Source: an optimization exercise on an open RTL-to-GDS flow (aim: a short achievable clock period and few clock cycles). Production flows keep margins and buffers that such runs may drop.
Only simulation tests tie the RTL to the original design; equivalence was not proved.
Power is estimated from default activity; no workload was simulated.

==> run Y <==
==> flow/design.v (excerpt) <==
module sm_pcpu
(
    input           clk,         
    input           rst_n,       
    input   [ 4:0]  regAddr,     
    output  [31:0]  regData,     
    output  [31:0]  imAddr,      
    input   [31:0]  imData,      
    output  [31:0]  dmAddr,      
    output          dmWe,        
    output  [31:0]  dmWData,     
    output          dmValid,     
    input           dmReady,     
    input   [31:0]  dmRData      
);
export LEC_CHECK = 0
export ABC_CLOCK_PERIOD_IN_PS = 1000
export CAP_MARGIN = 20
export CORE_MARGIN = 2
export CORE_UTILIZATION = 25
export SETUP_SLACK_MARGIN = 3.0
export SLEW_MARGIN = 20
export TNS_END_PERCENT = 5
create_clock -name core_clock -period 6.5 [get_ports {clk}]
run.sh (not shown) runs the stock make flow with config.mk's settings and CLKGATE_MAP_FILE= SYNTH_SCRIPT=/design/flow/synth_recipe.tcl, a recipe that flattens the netlist after the stock synthesis.
==> run F: changes against run Y <==
--- a/flow/design.v
+++ b/flow/design.v
@@ -475,16 +475,19 @@
     reg  [31:0] btgt_E;
     reg         pred_E;
     reg  [31:0] opA_E;
     reg  [31:0] opB_E;
     reg  [31:0] opI_E;       
     reg  [ 5:0] srcA_E;
     reg  [ 5:0] srcB_E;
     reg  [ 5:0] srcI_E;
+    reg  [ 5:0] srcAn_E;
+    reg  [ 5:0] srcBn_E;
+    reg  [ 5:0] srcIn_E;
     reg  [31:0] imm_E;
     reg  [ 4:0] sa_E;
     reg  [ 7:0] rsel_E;
     reg  [ 3:0] kind_E;      
     reg  [ 4:0] dst_E;
     reg         rw_E;
     reg         ld_E;
     reg         st_E;
@@ -620,18 +623,30 @@
         end
     endgenerate
     wire        wrM     = v_M & rw_M & ~ld_M;
     wire        wrW     = v_W & rw_W;
     wire bypMA_F = wrM & (dst_M == rs_F);
     wire bypMB_F = wrM & (dst_M == rt_F);
     wire bypWA_F = wrW & (dst_W == rs_F);
     wire bypWB_F = wrW & (dst_W == rt_F);
-    wire [31:0] opA_F = bypMA_F ? res_M : bypWA_F ? wdW : rf[rs_F];
-    wire [31:0] opB_F = bypMB_F ? res_M : bypWB_F ? wdW : rf[rt_F];
+    wire [31:0] rsHot_F = 32'b1 << rs_F;
+    wire [31:0] rtHot_F = 32'b1 << rt_F;
+    reg  [31:0] rfA_F, rfB_F;
+    integer r;
+    always @ (*) begin
+        rfA_F = 32'b0;
+        rfB_F = 32'b0;
+        for (r = 1; r < 32; r = r + 1) begin
+            rfA_F = rfA_F | ({32{rsHot_F[r]}} & rf[r]);
+            rfB_F = rfB_F | ({32{rtHot_F[r]}} & rf[r]);
+        end
+    end
+    wire [31:0] opA_F = bypMA_F ? res_M : bypWA_F ? wdW : rfA_F;
+    wire [31:0] opB_F = bypMB_F ? res_M : bypWB_F ? wdW : rfB_F;
     wire fwdA_F  = v_E & rw_E & ~ld_E & (dst_E == rs_F);
     wire fwdB_F  = v_E & rw_E & ~ld_E & (dst_E == rt_F);
     wire fwdWA_F = ~fwdA_F & v_M & rw_M & ld_M & (dst_M == rs_F);
     wire fwdWB_F = ~fwdB_F & v_M & rw_M & ld_M & (dst_M == rt_F);
     wire [ 5:0] srcA_F = { ~fwdA_F & ~fwdWA_F, fwdWA_F, {4{fwdA_F}} & kind_E };
     wire [ 5:0] srcB_F = { ~fwdB_F & ~fwdWB_F, fwdWB_F, {4{fwdB_F}} & kind_E };
     wire [ 5:0] srcI_F = immSel_F ? 6'b100000 : srcB_F;
     assign hz_F = v_E & ld_E & rw_E & ((useRs_F & (rs_F == dst_E)) | (useRt_F & (rt_F == dst_E)));
@@ -658,16 +673,19 @@
             btgt_E   <= btgt_F;
             pred_E   <= pred_F;
             opA_E    <= opA_F;
             opB_E    <= opB_F;
             opI_E    <= immSel_F ? immv_F : opB_F;
             srcA_E   <= srcA_F;
             srcB_E   <= srcB_F;
             srcI_E   <= srcI_F;
+            srcAn_E  <= ~srcA_F;
+            srcBn_E  <= ~srcB_F;
+            srcIn_E  <= ~srcI_F;
             kind_E   <= kind_F;
             imm_E    <= immv_F;
             sa_E     <= sa_F;
             rsel_E   <= rsel_F;
             dst_E    <= dst_F;
             rw_E     <= rw_F;
             ld_E     <= lw_F;
             st_E     <= sw_F;
@@ -685,19 +703,25 @@
         input [31:0] oth, ld, op;
         opsel = ({32{src[0]}} & sum)
               | ({32{src[1]}} & dif)
               | ({32{src[2]}} & { 31'b0, slt })
               | ({32{src[3]}} & oth)
               | ({32{src[4]}} & ld)
               | ({32{src[5]}} & op);
     endfunction
-    wire [31:0] a_E  = opsel(srcA_E, sum_M, dif_M, slt_M, oth_M, dmRData, opA_E);
-    wire [31:0] b_E  = opsel(srcB_E, sum_M, dif_M, slt_M, oth_M, dmRData, opB_E);
-    wire [31:0] bi_E = opsel(srcI_E, sum_M, dif_M, slt_M, oth_M, dmRData, opI_E);
+    wire [31:0] aL_E  = opsel( srcA_E,  sum_M, dif_M, slt_M, oth_M, dmRData, opA_E);
+    wire [31:0] bL_E  = opsel( srcB_E,  sum_M, dif_M, slt_M, oth_M, dmRData, opB_E);
+    wire [31:0] biL_E = opsel( srcI_E,  sum_M, dif_M, slt_M, oth_M, dmRData, opI_E);
+    wire [31:0] aH_E  = opsel(~srcAn_E, sum_M, dif_M, slt_M, oth_M, dmRData, opA_E);
+    wire [31:0] bH_E  = opsel(~srcBn_E, sum_M, dif_M, slt_M, oth_M, dmRData, opB_E);
+    wire [31:0] biH_E = opsel(~srcIn_E, sum_M, dif_M, slt_M, oth_M, dmRData, opI_E);
+    wire [31:0] a_E  = { aH_E[31:16],  aL_E[15:0]  };
+    wire [31:0] b_E  = { bH_E[31:16],  bL_E[15:0]  };
+    wire [31:0] bi_E = { biH_E[31:16], biL_E[15:0] };
     wire [31:0] sum_E;
     wire [31:0] dif_E;
     wire        sumCo_E;
     wire        difCo_E;
     sm_ks_add add_E (.a(a_E), .b(bi_E), .ci(1'b0), .s(sum_E), .co(sumCo_E));
     sm_ks_add sub_E (.a(a_E), .b(~b_E), .ci(1'b1), .s(dif_E), .co(difCo_E));
     wire [31:0] sll_E  = b_E << sa_E;
     wire [31:0] srl_E  = b_E >> sa_E;
==> flow/flow/run.sh (new file) <==
#!/bin/bash
# Own layout flow: the standard synthesis, unchanged, then the standard flow's
# standard layout (standard.sh) with two differences:
#  - the port buffers are inserted as sky130_fd_sc_hd__buf_4 instead of the
#    delay buffer that buffer_ports picks by default;
#  - delay cells (clkdlybuf4s*, dlygate4sd*, dlymetal6s*) are added to the
#    platform's don't-use list (flow/dont_use.txt repeats the platform's own
#    list first), so timing repair sizes with real buffers.
# Each make run's full output goes to its own log in the work folder; ORFS
# also keeps each tool's log under orfs/logs/.
set -euo pipefail
DU="$(cat flow/dont_use.txt)"
bash standard.sh synth > synth.log 2>&1
bash standard.sh "DONT_USE_CELLS=$DU" "BUFFER_PORTS_ARGS=-buffer_cell sky130_fd_sc_hd__buf_4" finish > layout.log 2>&1
test -s out/final.def
==> flow/flow/dont_use.txt (new file) <==
sky130_fd_sc_hd__probe_p_8 sky130_fd_sc_hd__probec_p_8 sky130_fd_sc_hd__lpflow_bleeder_1 sky130_fd_sc_hd__lpflow_clkbufkapwr_1 sky130_fd_sc_hd__lpflow_clkbufkapwr_16 sky130_fd_sc_hd__lpflow_clkbufkapwr_2 sky130_fd_sc_hd__lpflow_clkbufkapwr_4 sky130_fd_sc_hd__lpflow_clkbufkapwr_8 sky130_fd_sc_hd__lpflow_clkinvkapwr_1 sky130_fd_sc_hd__lpflow_clkinvkapwr_16 sky130_fd_sc_hd__lpflow_clkinvkapwr_2 sky130_fd_sc_hd__lpflow_clkinvkapwr_4 sky130_fd_sc_hd__lpflow_clkinvkapwr_8 sky130_fd_sc_hd__lpflow_decapkapwr_12 sky130_fd_sc_hd__lpflow_decapkapwr_3 sky130_fd_sc_hd__lpflow_decapkapwr_4 sky130_fd_sc_hd__lpflow_decapkapwr_6 sky130_fd_sc_hd__lpflow_decapkapwr_8 sky130_fd_sc_hd__lpflow_inputiso0n_1 sky130_fd_sc_hd__lpflow_inputiso0p_1 sky130_fd_sc_hd__lpflow_inputiso1n_1 sky130_fd_sc_hd__lpflow_inputiso1p_1 sky130_fd_sc_hd__lpflow_inputisolatch_1 sky130_fd_sc_hd__lpflow_isobufsrc_1 sky130_fd_sc_hd__lpflow_isobufsrc_16 sky130_fd_sc_hd__lpflow_isobufsrc_2 sky130_fd_sc_hd__lpflow_isobufsrc_4 sky130_fd_sc_hd__lpflow_isobufsrc_8 sky130_fd_sc_hd__lpflow_isobufsrckapwr_16 sky130_fd_sc_hd__lpflow_lsbuf_lh_hl_isowell_tap_1 sky130_fd_sc_hd__lpflow_lsbuf_lh_hl_isowell_tap_2 sky130_fd_sc_hd__lpflow_lsbuf_lh_hl_isowell_tap_4 sky130_fd_sc_hd__lpflow_lsbuf_lh_isowell_4 sky130_fd_sc_hd__lpflow_lsbuf_lh_isowell_tap_1 sky130_fd_sc_hd__lpflow_lsbuf_lh_isowell_tap_2 sky130_fd_sc_hd__lpflow_lsbuf_lh_isowell_tap_4 sky130_fd_sc_hd__clkdlybuf4s15_1 sky130_fd_sc_hd__clkdlybuf4s15_2 sky130_fd_sc_hd__clkdlybuf4s18_1 sky130_fd_sc_hd__clkdlybuf4s18_2 sky130_fd_sc_hd__clkdlybuf4s25_1 sky130_fd_sc_hd__clkdlybuf4s25_2 sky130_fd_sc_hd__clkdlybuf4s50_1 sky130_fd_sc_hd__clkdlybuf4s50_2 sky130_fd_sc_hd__dlygate4sd1_1 sky130_fd_sc_hd__dlygate4sd2_1 sky130_fd_sc_hd__dlygate4sd3_1 sky130_fd_sc_hd__dlymetal6s2s_1 sky130_fd_sc_hd__dlymetal6s4s_1 sky130_fd_sc_hd__dlymetal6s6s_1 
==> flow/standard.sh (new file) <==
#!/bin/bash
# synth_recipe.tcl (not shown) runs the flow's synth.tcl, then flattens the netlist and writes it again
# the make line also repeats each setting of config.mk as NAME=value (left out here)
make -C /OpenROAD-flow-scripts/flow DESIGN_CONFIG=/design/flow/config.mk WORK_HOME=/design/flow/orfs CLKGATE_MAP_FILE= SYNTH_SCRIPT=/design/flow/synth_recipe.tcl "${@:-finish}"
Settings changed: CORE_UTILIZATION 25 to 30, PLACE_DENSITY from default to 0.55, SETUP_SLACK_MARGIN 3.0 to 2.8, TNS_END_PERCENT 5 to 100.
removed: flow/run.sh
==> comparison table <==
quantity	run F	run Y
Outcome	no timing/DRC/antenna violations	no timing/DRC/antenna violations
Area of the multi-input gates	0.0498 sq mm	0.0492 sq mm
Worst hold slack after final layout	0.335 ns	0.389 ns
Layout overhead on the synthesized area	24.3%	24.8%
Mean cell area of the mapped netlist	11.3 sq um	11.0 sq um
Number of distinct library cells after synthesis	100	92
Met2 capacity usage during global routing	0.527	0.383
Number of enable-type register cells in the synthesized netlist	1457	1442
Adder-cell area share of the yosys netlist	0.0143	0.0144
Proportion of synthesized area in mux cells	0.0822	0.0768
Detailed-placement wirelength estimate	438 mm	403 mm
Tot GR Track Use	0.362	0.277
Beginning of the critical path	imData[17]	srcI_E[1]
Net Sw Power	26700 uW	27000 uW
Max Freq	0.247 GHz	0.223 GHz
Via density per instance	6.71	6.20
Power per standard cell area	460 mW/mm^2	466 mW/mm^2
DP Area	0.116 sq mm	0.118 sq mm
Share of Yosys cell area claimed by the top area cell type	0.407	0.405
Testbench counts of run Y, summed over its fixed seeds: cycles 73,081.
Testbench counts of run F, summed over its fixed seeds: cycles 73,081.

## what the ideal ports hide
In the flow no input, the clock included, has a driving cell. The finished layouts below were timed again as built, in two steps.
Step 1, drivers: a clkbuf_16 drives clk and a buf_2 each remaining input, both assumed.
Step 2 moves the port delays by t, midway between the first and last clock arrival at a register: inputs arrive t later, outputs are due t later. That takes back most of the time a late clock gives input paths.
Slacks: ideal ports / drivers / drivers and shift; pairs: ideal ports / drivers.
| run | t (ns) | setup slack, ns | worst setup path after step 2 |
|---|---|---|---|
| run Y | 1.038 | 2.014 / 2.014 / 1.242 | input to register |
| run F | 1.102 | 2.458 / 2.485 / 1.383 | input to register |
After both steps setup and hold are still met in every run listed. The setup slack of run F, which loses most, moves by +0.027 ns with the drivers and by -1.075 ns with both steps.
